Background: an optimization exercise with open tools, aiming at small area and a short achievable clock period. Do not read the settings as production practice.
Only simulation tests tie the RTL to the original design; equivalence was not proved.
The flow treats the clock pin as an ideal source, which a real chip does not have.
Power and IR drop assume default switching activity.

// Parameterized_ALU
module Parameterized_ALU#(parameter N = 16)(
    input clk,
    input [N-1:0] A,
    input [N-1:0] B,
    input [3:0] ALU_Func,
    output reg [N-1:0] ALU_out,
    output reg Carry,
    output  Arith,
    output  Shift,
    output  CMP,
    output  Logic
    );
Size in the first run: roughly 1700 cells after synthesis, about 58 I/O pins, ~9600 um^2 of cells after synthesis.
Settings: LEC_CHECK=0, ABC_AREA=1, CAP_MARGIN=20, CORE_MARGIN=2, CORE_UTILIZATION=40, SLEW_MARGIN=20; clock period 35.0 ns.
standard.sh (not shown) runs the stock make flow with config.mk's settings and CLKGATE_MAP_FILE= SYNTH_SCRIPT=/design/flow/synth_recipe.tcl, a recipe that flattens the netlist after the stock synthesis.
==> flow/flow/run.sh <==
#!/bin/bash
set -euo pipefail
export SETUP_SLACK_MARGIN=8
bash standard.sh > standard.log 2>&1
Change:
==> flow/run.sh (new file) <==
#!/bin/bash
# synth_recipe.tcl (not shown) runs the flow's synth.tcl, then flattens the netlist and writes it again
# the make line also repeats each setting of config.mk as NAME=value (left out here)
make -C /OpenROAD-flow-scripts/flow DESIGN_CONFIG=/design/flow/config.mk WORK_HOME=/design/flow/orfs CLKGATE_MAP_FILE= SYNTH_SCRIPT=/design/flow/synth_recipe.tcl finish
removed: flow/flow/run.sh
removed: flow/standard.sh
What happened:
- sequential share of layout area increases by 0.67 points
- count of clock-buffer cells in the layout does not change
- via count is lower by 9.4%
- worst setup slack gets worse by 2.4 ns
- worst hold slack gets better by 0.36 ns
- non-clock buffer count drops by 133
- total power goes down by 18%
- sequential cell count stays the same
- combinational power drops by 20%
- final area drops by 20%
Change:
--- a/flow/config.mk
+++ b/flow/config.mk
@@ -11,0 +12 @@
+export GPL_TIMING_DRIVEN = 0
Sequential share of layout area barely changes.
Wire length climbs by 3.4%.
Cell count came out higher by 2.5%.
Clock power came out lower by about 3%.
Maximum frequency climbs by 0.75%.
Sequential power hardly moves.
Die area stays the same.
Synthesized cell count is unchanged.

---

Parameterized_ALU, a different RTL version from the one above (not shown whole).
Size: about 1,800 cells after synthesis, roughly 17 flip-flops.
clock: 35.0 ns
lec_check: 0
abc_area: 1
cap_margin: 20
core_margin: 2
core_utilization: 40
slew_margin: 20
run.sh (not shown) runs the stock make flow with config.mk's settings and CLKGATE_MAP_FILE= SYNTH_SCRIPT=/design/flow/synth_recipe.tcl, a recipe that flattens the netlist after the stock synthesis.
Stock flow here: none of the scripts above is used.
Next try:
==> flow/flow/run.sh (new file) <==
#!/bin/bash
# The standard layout, with the port buffers made of sky130_fd_sc_hd__buf_2 cells
# (the standard flow picks clkdlybuf4s50_1). Every port still gets its buffer.
set -euo pipefail
export BUFFER_PORTS_ARGS="-buffer_cell sky130_fd_sc_hd__buf_2"
bash standard.sh > standard.log 2>&1
==> flow/standard.sh (new file) <==
#!/bin/bash
# synth_recipe.tcl (not shown) runs the flow's synth.tcl, then flattens the netlist and writes it again
# the make line also repeats each setting of config.mk as NAME=value (left out here)
make -C /OpenROAD-flow-scripts/flow DESIGN_CONFIG=/design/flow/config.mk WORK_HOME=/design/flow/orfs CLKGATE_MAP_FILE= SYNTH_SCRIPT=/design/flow/synth_recipe.tcl "${@:-finish}"
removed: flow/run.sh
What happened: Final area goes down by a few percent. Global-route usage goes down by 0.11 points. Area after synthesis stays the same. Via count goes down slightly. Power goes down slightly.
Next try:
==> flow/flow/run.sh (replaced) <==
#!/bin/bash
# The standard layout, with the port buffers made of sky130_fd_sc_hd__buf_1 cells
# (the standard flow picks clkdlybuf4s50_1). Every port still gets its buffer.
set -euo pipefail
export BUFFER_PORTS_ARGS="-buffer_cell sky130_fd_sc_hd__buf_1"
bash standard.sh > standard.log 2>&1
=> Via count increases by 0.62%; area after synthesis stays the same; core utilization hardly moves; total power decreases by about 1.4%.
Next try:
==> flow/flow/run.sh (replaced) <==
#!/bin/bash
# The standard layout, with the port buffers made of sky130_fd_sc_hd__buf_2 cells
# (the standard flow picks clkdlybuf4s50_1; every port still gets its buffer), and one more
# timing repair after clock tree synthesis (flow/resize_cts.tcl).
set -euo pipefail
export BUFFER_PORTS_ARGS="-buffer_cell sky130_fd_sc_hd__buf_2"
bash standard.sh cts > standard_cts.log 2>&1
openroad -no_init -exit flow/resize_cts.tcl > resize_cts.log 2>&1
touch orfs/results/sky130hd/Parameterized_ALU/base/4_cts.sdc
bash standard.sh > standard.log 2>&1
==> flow/flow/resize_cts.tcl (new file) <==
# After clock tree synthesis: size up and buffer the slowest paths a little further than
# the standard flow's flow does (about 1 ns more setup slack at the design's clock period), then
# legalise the placement again. Registers keep their cell types (sizing only).
set results orfs/results/sky130hd/Parameterized_ALU/base
read_liberty $::env(FLOW_HOME)/platforms/sky130hd/lib/sky130_fd_sc_hd__tt_025C_1v80.lib
read_db $results/4_cts.odb
read_sdc $results/4_cts.sdc
source $::env(FLOW_HOME)/platforms/sky130hd/setRC.tcl
set_dont_use [list sky130_fd_sc_hd__probe_p_8 sky130_fd_sc_hd__probec_p_8 sky130_fd_sc_hd__lpflow_*]
estimate_parasitics -placement
set ws [expr [sta::worst_slack_cmd max] * 1e9]
puts "worst setup slack before: $ws ns"
report_design_area
repair_timing -setup -setup_margin [expr $ws + 1.0] -sequence "unbuffer,sizeup,swap,buffer" -repair_tns 100
detailed_placement
check_placement -verbose
estimate_parasitics -placement
puts "worst setup slack after: [expr [sta::worst_slack_cmd max] * 1e9] ns"
report_design_area
write_db $results/4_cts.odb
Result: Flip-flop and latch count stays the same; combinational power climbs by about 4%; die area is unchanged; total power climbs by 3.2%; sequential share of layout area hardly moves; sequential power stays flat.

[static timing again, ports no longer ideal]
The results above use ideal ports. As a check the final layouts listed here were re-extracted and re-timed, cells and wires unchanged.
Step 1, drivers: a clkbuf_16 drives clk and a buf_2 each remaining input, both assumed.
Step 2 also shifts input and output timing later by t, the mid clock arrival at the registers, as if the neighbouring blocks saw the same clock.
a / b / c = no drivers / after step 1 / after step 2; a / b = the first two.
run | shift t [ns] | slack for setup (ns) | slew at the worst register clock pin (ns) | worst data-port slew with drivers (ns)
the first run of note 1 | 0.296 | 8.997 / 9.016 / 8.720 | 0.06 / 0.06 | 0.04
the second run of note 1 | 0.291 | 6.605 / 6.619 / 6.328 | 0.06 / 0.06 | 0.04
the third run of note 1 | 0.283 | 6.815 / 6.825 / 6.541 | 0.06 / 0.06 | 0.04
the first run of note 2 | 0.300 | 9.313 / 9.319 / 9.019 | 0.07 / 0.07 | 0.04
the second run of note 2 | 0.303 | 9.780 / 9.791 / 9.487 | 0.06 / 0.06 | 0.03
the third run of note 2 | 0.308 | 9.680 / 9.701 / 9.393 | 0.07 / 0.07 | 0.04
the fourth run of note 2 | 0.303 | 10.883 / 10.899 / 10.595 | 0.06 / 0.06 | 0.04
After both steps setup and hold are still met in every run listed. For the first run of note 2, which loses most, drivers alone change the setup slack by +0.006 ns; drivers and shift together by -0.294 ns.
